Context: an optimization exercise on an open-source flow, tuned for small area, a short achievable clock period and few clock cycles per item. The choices shown serve that exercise and are no tape-out recipe.
The RTL was checked by simulation tests, not by an equivalence proof against the original design.

## fpmultiplier
module fpmultiplier (output logic [31:0] product, output logic ready,
		input logic [31:0] a, input logic clock, nreset);
clock: 9.0 ns
lec_check: 0
abc_clock_period_in_ps: 3500
cap_margin: 20
core_margin: 2
core_utilization: 40
cts_buf_list: sky130_fd_sc_hd__clkbuf_4 sky130_fd_sc_hd__clkbuf_8
place_density: 0.6
setup_slack_margin: 5
slew_margin: 20
synth_hierarchical: 1
standard.sh (not shown) runs the stock make flow with config.mk's settings and CLKGATE_MAP_FILE= SYNTH_SCRIPT=/design/flow/synth_recipe.tcl, a recipe that flattens the netlist after the stock synthesis.
==> flow/flow/run.sh <==
#!/bin/bash
# The standard layout flow (standard.sh), run with a larger setup margin
# for the resizer's timing repair and a smaller cell for the port buffers
# (every port is still buffered). Clock, constraints and every step are
# otherwise unchanged.
set -euo pipefail
MARGIN=${MARGIN:-5.8}
sed -E "s/SETUP_SLACK_MARGIN=[-0-9.]+/SETUP_SLACK_MARGIN=$MARGIN/" standard.sh > standard_margin.sh
grep -q "SETUP_SLACK_MARGIN=$MARGIN" standard_margin.sh
bash standard_margin.sh "BUFFER_PORTS_ARGS=-buffer_cell sky130_fd_sc_hd__buf_2" finish > standard.log 2>&1
Testbench counts at the start, summed over its fixed seeds: cycles 28,000, items 4,000.
Edit:
--- a/flow/flow/run.sh
+++ b/flow/flow/run.sh
@@ -7 +7 @@
-MARGIN=${MARGIN:-5.8}
+MARGIN=${MARGIN:-6.0}
--- a/flow/config.mk
+++ b/flow/config.mk
@@ -16,0 +17 @@
+export TNS_END_PERCENT = 20
After rerunning: Cell count rose slightly. Die area does not change. First-iteration DRC count rose by about a fifth. Non-clock buffer count rose by 26. Design area rose by a few percent. Worst setup slack improved by 79 ps. Routed wire length rose by a few percent.
Edit:
--- a/flow/config.mk
+++ b/flow/config.mk
@@ -17 +17 @@
-export TNS_END_PERCENT = 20
+export TNS_END_PERCENT = 0
Wire length went down by 1.4%.
Setup slack stays flat.
Sequential share of layout area climbs by 0.23 points.
First-iteration DRC count came out lower by 15%.
Synthesized area stays the same.
Edit:
--- a/flow/config.mk
+++ b/flow/config.mk
@@ -17 +16,0 @@
-export TNS_END_PERCENT = 0
After rerunning: The new run finished clean; setup slack improves by 18 ps; count of clock-buffer cells in the layout falls by 1; worst hold slack is about the same; core utilization falls by 0.45 points; synthesized cell count does not change; global-route usage rises by 0.31 points; cell count stays flat; wire length falls slightly; final area falls slightly.

========
Setup of v45:
fpmultiplier, a different RTL version from the one above (not shown whole).
Size: ~1100 cells after synthesis, roughly 67 I/O pins, roughly 12000 sq um of cells after synthesis.
export LEC_CHECK = 0
export ABC_CLOCK_PERIOD_IN_PS = 3500
export CAP_MARGIN = 20
export CORE_MARGIN = 2
export CORE_UTILIZATION = 40
export CTS_BUF_LIST = sky130_fd_sc_hd__clkbuf_4 sky130_fd_sc_hd__clkbuf_8
export PLACE_DENSITY = 0.6
export SETUP_SLACK_MARGIN = 5
export SLEW_MARGIN = 20
export SYNTH_HIERARCHICAL = 1
create_clock -name core_clock -period 9.0 [get_ports {clock}]
==> flow/flow/run.sh <==
#!/bin/bash
# The standard layout flow (standard.sh), run with a larger setup margin
# for the resizer's timing repair and a smaller cell for the port buffers
# (every port is still buffered). Clock, constraints and every step are
# otherwise unchanged.
set -euo pipefail
MARGIN=${MARGIN:-5.7}
sed -E "s/SETUP_SLACK_MARGIN=[-0-9.]+/SETUP_SLACK_MARGIN=$MARGIN/" standard.sh > standard_margin.sh
grep -q "SETUP_SLACK_MARGIN=$MARGIN" standard_margin.sh
bash standard_margin.sh "BUFFER_PORTS_ARGS=-buffer_cell sky130_fd_sc_hd__buf_2" finish > standard.log 2>&1
Testbench counts of v45, summed over its fixed seeds: cycles 28,000, items 4,000.
### v45 -> v41
--- a/flow/flow/run.sh
+++ b/flow/flow/run.sh
@@ -6,3 +6,3 @@
 set -euo pipefail
-MARGIN=${MARGIN:-5.7}
+MARGIN=${MARGIN:-6.0}
 sed -E "s/SETUP_SLACK_MARGIN=[-0-9.]+/SETUP_SLACK_MARGIN=$MARGIN/" standard.sh > standard_margin.sh
Notes after the runs:
Looking at last weighted congestion value of the routability-driven placer across v41 and v45, the one that comes out lower is v41. As of v41, routed wire length had risen by more than 10% compared to v45. v45 → v41: count of nets after finishing grew by 72, worst setup slack grew by 0.18 ns.
Edits applied to the flow inputs when going from v41 to v54:
# v41
export LEC_CHECK = 0
export ABC_CLOCK_PERIOD_IN_PS = 3500
export CAP_MARGIN = 20
export CORE_MARGIN = 2
export CORE_UTILIZATION = 40
export CTS_BUF_LIST = sky130_fd_sc_hd__clkbuf_4 sky130_fd_sc_hd__clkbuf_8
export PLACE_DENSITY = 0.6
export SETUP_SLACK_MARGIN = 5
export SLEW_MARGIN = 20
export SYNTH_HIERARCHICAL = 1
create_clock -name core_clock -period 9.0 [get_ports {clock}]
# v54
export LEC_CHECK = 0
export ABC_CLOCK_PERIOD_IN_PS = 3500
export CAP_MARGIN = 20
export CORE_MARGIN = 2
export CORE_UTILIZATION = 40
export CTS_BUF_LIST = sky130_fd_sc_hd__clkbuf_4 sky130_fd_sc_hd__clkbuf_8
export PLACE_DENSITY = 0.5
export SETUP_SLACK_MARGIN = 5
export SLEW_MARGIN = 20
export SYNTH_HIERARCHICAL = 1
create_clock -name core_clock -period 9.0 [get_ports {clock}]
--- a/flow/flow/run.sh
+++ b/flow/flow/run.sh
@@ -6,3 +6,3 @@
 set -euo pipefail
-MARGIN=${MARGIN:-6.0}
+MARGIN=${MARGIN:-5.8}
 sed -E "s/SETUP_SLACK_MARGIN=[-0-9.]+/SETUP_SLACK_MARGIN=$MARGIN/" standard.sh > standard_margin.sh
Results
- Summary — wire length of the first global-routing pass, v54 relative to v41: lower, by 7.0%.
- Compared with v41, v54 shows a higher sequential share of layout area.
- Largest incremental delay on the critical path on v54 is up relative to v41.
- Met1 track demand over resource (v54 over v41): decrease, 2.2 points
- [compare] base=v41 new=v54: non-clock inverter count in the final layout has remained practically unchanged, final cycle utilization of the critical path up 0.66 points, clock-buffer cell count up 1.
- v54 against v41: routing usage on met3 lower; share of the final layout cell area in multi-input gates higher.

========
## try-willow
fpmultiplier, a different RTL version from the one above (not shown whole).
Size: roughly 1200 cells after synthesis, ~160 flip-flops, roughly 67 I/O pins, roughly 12000 um2 of cells after synthesis.
==> flow/config.mk <==
export PLATFORM = sky130hd
export DESIGN_NAME = fpmultiplier
export DESIGN_NICKNAME = fpmultiplier
export VERILOG_FILES = /design/flow/design.v
export SDC_FILE = /design/flow/constraint.sdc
export NUM_CORES = 4
export LEC_CHECK = 0
export ABC_CLOCK_PERIOD_IN_PS = 3500
export CAP_MARGIN = 20
export CORE_MARGIN = 2
export CORE_UTILIZATION = 40
export PLACE_DENSITY = 0.6
export SETUP_SLACK_MARGIN = 5
export SLEW_MARGIN = 20
==> flow/constraint.sdc <==
create_clock -name core_clock -period 9.0 [get_ports {clock}]
set_input_delay 1.8000 -clock core_clock [delete_from_list [all_inputs] [get_ports {clock}]]
set_output_delay 1.8000 -clock core_clock [all_outputs]
set_load 0.01 [all_outputs]
==> flow/flow/run.sh <==
#!/bin/bash
# The standard layout flow (standard.sh), run with a larger setup margin
# for the resizer's timing repair. Clock, constraints and every step are
# otherwise unchanged.
set -euo pipefail
MARGIN=${MARGIN:-5.8}
sed -E "s/SETUP_SLACK_MARGIN=[-0-9.]+/SETUP_SLACK_MARGIN=$MARGIN/" standard.sh > standard_margin.sh
grep -q "SETUP_SLACK_MARGIN=$MARGIN" standard_margin.sh
bash standard_margin.sh > standard.log 2>&1
Testbench counts of try-willow, summed over its fixed seeds: cycles 28,000, items 4,000.
Modified inputs, try-pepper compared to try-willow
diff --git a/flow/flow/run.sh b/flow/flow/run.sh
--- a/flow/flow/run.sh
+++ b/flow/flow/run.sh
@@ -6 +6 @@
-MARGIN=${MARGIN:-5.8}
+MARGIN=${MARGIN:-6.0}
Findings:
Every stage of the flow completed for try-pepper, and the final layout passed the timing, DRC and antenna checks. On number of fill cells in the layout, try-willow tracks try-pepper almost exactly. On try-pepper: met3 routing resource usage after global routing is 0.16 points higher than what try-willow gave. try-willow → try-pepper: hold slack has remained practically unchanged, clock network contribution to total cell area increased by 0.18 points relative to the old numbers. Between try-willow and try-pepper, number of clock buffers in the layout is higher for try-pepper, try-willow comes in under that.
### try-pepper -> try-tundra
diff --git a/flow/flow/run.sh b/flow/flow/run.sh
--- a/flow/flow/run.sh
+++ b/flow/flow/run.sh
@@ -3 +3,2 @@
-# for the resizer's timing repair. Clock, constraints and every step are
+# for the resizer's timing repair and a smaller cell for the port buffers
+# (every port is still buffered). Clock, constraints and every step are
@@ -9 +10 @@
-bash standard_margin.sh > standard.log 2>&1
+bash standard_margin.sh "BUFFER_PORTS_ARGS=-buffer_cell sky130_fd_sc_hd__buf_2" finish > standard.log 2>&1
diff --git a/flow/config.mk b/flow/config.mk
--- a/flow/config.mk
+++ b/flow/config.mk
@@ -11,0 +12 @@
+export CTS_BUF_LIST = sky130_fd_sc_hd__clkbuf_4 sky130_fd_sc_hd__clkbuf_8
Notes after the runs:
- Via count (try-tundra vs. try-pepper) increases slightly
- Critical path depth delta for try-tundra relative to try-pepper: 1 lower
- Per the comparison of try-tundra with try-pepper, routability congestion estimate now smaller.
Setup changes, try-tundra to try-violet
==> flow/flow/run.sh <==
#!/bin/bash
# The standard layout flow (standard.sh), run with a larger setup margin
# for the resizer's timing repair. Clock, constraints and every step are
# otherwise unchanged.
set -euo pipefail
MARGIN=${MARGIN:-6.3}
sed -E "s/SETUP_SLACK_MARGIN=[-0-9.]+/SETUP_SLACK_MARGIN=$MARGIN/" standard.sh > standard_margin.sh
grep -q "SETUP_SLACK_MARGIN=$MARGIN" standard_margin.sh
bash standard_margin.sh > standard.log 2>&1
diff --git a/flow/config.mk b/flow/config.mk
--- a/flow/config.mk
+++ b/flow/config.mk
@@ -12 +11,0 @@
-export CTS_BUF_LIST = sky130_fd_sc_hd__clkbuf_4 sky130_fd_sc_hd__clkbuf_8
==> run summary <==
Multi-input combinational area share in try-violet vs try-tundra: down 2.0 points
For the number of global-route vias before repair, try-violet came in about 3% higher than try-tundra did.
Final antenna diode count came out lower on try-violet than on try-tundra.
Non-clock buffer total of the final layout came out higher on try-violet than on try-tundra.
try-violet gives more first-pass GRT wire length than try-tundra did.
Changes observed in try-violet relative to try-tundra: area of the multi-input gates higher.
try-violet: initial antenna violation count lower than try-tundra
Comparing try-violet against try-tundra, there is no change at all in die area.
The routed metal-1 wirelength was comparable across try-tundra and try-violet.
diff inputs: try-violet => try-amber
diff --git a/flow/flow/run.sh b/flow/flow/run.sh
--- a/flow/flow/run.sh
+++ b/flow/flow/run.sh
@@ -3 +3,2 @@
-# for the resizer's timing repair. Clock, constraints and every step are
+# for the resizer's timing repair and a smaller cell for the port buffers
+# (every port is still buffered). Clock, constraints and every step are
@@ -6 +7 @@
-MARGIN=${MARGIN:-6.3}
+MARGIN=${MARGIN:-5.8}
@@ -9 +10 @@
-bash standard_margin.sh > standard.log 2>&1
+bash standard_margin.sh "BUFFER_PORTS_ARGS=-buffer_cell sky130_fd_sc_hd__buf_2" finish > standard.log 2>&1
diff --git a/flow/config.mk b/flow/config.mk
--- a/flow/config.mk
+++ b/flow/config.mk
@@ -11,0 +12 @@
+export CTS_BUF_LIST = sky130_fd_sc_hd__clkbuf_4 sky130_fd_sc_hd__clkbuf_8
--- outcome ---
- The core of try-amber is less densely filled than that of try-violet.
- Against try-violet, count of plain and timing-repair buffers in try-amber fell by more than half.
- try-amber: routed wire length 2900 um below try-violet
[inputs] try-garnet vs try-amber
==> flow/flow/run.sh <==
#!/bin/bash
# The standard layout flow (standard.sh), run with a larger setup margin
# for the resizer's timing repair. Clock, constraints and every step are
# otherwise unchanged.
set -euo pipefail
MARGIN=${MARGIN:-5.8}
sed -E "s/SETUP_SLACK_MARGIN=[-0-9.]+/SETUP_SLACK_MARGIN=$MARGIN/" standard.sh > standard_margin.sh
grep -q "SETUP_SLACK_MARGIN=$MARGIN" standard_margin.sh
bash standard_margin.sh > standard.log 2>&1
diff --git a/flow/config.mk b/flow/config.mk
--- a/flow/config.mk
+++ b/flow/config.mk
@@ -11,3 +11,2 @@
-export CORE_UTILIZATION = 40
-export CTS_BUF_LIST = sky130_fd_sc_hd__clkbuf_4 sky130_fd_sc_hd__clkbuf_8
-export PLACE_DENSITY = 0.6
+export CORE_UTILIZATION = 55
+export PLACE_DENSITY = 0.7
==> run summary <==
- try-amber: full flow OK, the timing, DRC and antenna checks passed
- try-garnet ended with every stage complete and zero timing, DRC or antenna violations.
- try-amber reports its worst setup path category as flip-flop to flip-flop while try-garnet reports flip-flop to output pin.
- Setup slack after layout, try-garnet and try-amber: lower on try-garnet
- [diff] clock period minus worst slack, try-garnet relative to try-amber: regression
- try-amber has a lower met3 wire length than try-garnet.
- try-garnet vs try-amber — number of placement rows dropped 16%.
- Against try-amber, final HPWL from detailed placement in try-garnet came out better.
- try-amber → try-garnet: routed wire length saw a decrease, via count saw an increase.

-- what the ideal ports hide --
The flow's constraints put no driver on any port. The routed layouts listed below were extracted and timed again, unchanged, in two steps. Step 1: set_driving_cell puts a clkbuf_16 on clock and a buf_2 on each other input, an assumption about the parent block. Step 2 adds t to the input delays and takes it off the output delays; t is the mean of the earliest and latest rising clock arrival at the registers after step 1. Input paths then give back, and output paths get back, about the clock's delay inside the block. Three values: ideal ports, drivers, drivers and shift; two values: the first two.
run	t (ns)	setup slack, ns	slew at the worst register clock pin (ns)	pins driven straight from the clock port
the first run of note 1	0.528	5.896 / 5.896 / 5.896	0.10 / 0.10	1
the second run of note 1	0.510	5.976 / 5.976 / 5.976	0.10 / 0.10	1
the third run of note 1	0.508	5.973 / 5.973 / 5.973	0.10 / 0.10	1
the fourth run of note 1	0.508	5.991 / 5.991 / 5.991	0.11 / 0.11	1
v45	0.523	5.748 / 5.695 / 5.862	0.11 / 0.11	1
v41	0.524	5.928 / 5.928 / 5.928	0.11 / 0.11	1
v54	0.514	5.869 / 5.823 / 5.902	0.11 / 0.11	1
try-willow	0.489	5.820 / 5.788 / 5.557	0.07 / 0.07	1
try-pepper	0.484	5.871 / 5.871 / 5.643	0.07 / 0.07	1
try-tundra	0.530	5.945 / 5.945 / 5.945	0.11 / 0.11	1
try-violet	0.491	5.946 / 5.946 / 5.774	0.08 / 0.08	1
try-amber	0.516	5.812 / 5.812 / 5.812	0.11 / 0.11	1
try-garnet	0.477	5.798 / 5.755 / 5.514	0.08 / 0.08	1
After both steps setup and hold are still met in every run listed. For try-garnet, which loses most, drivers alone change the setup slack by -0.043 ns; drivers and shift together by -0.284 ns.
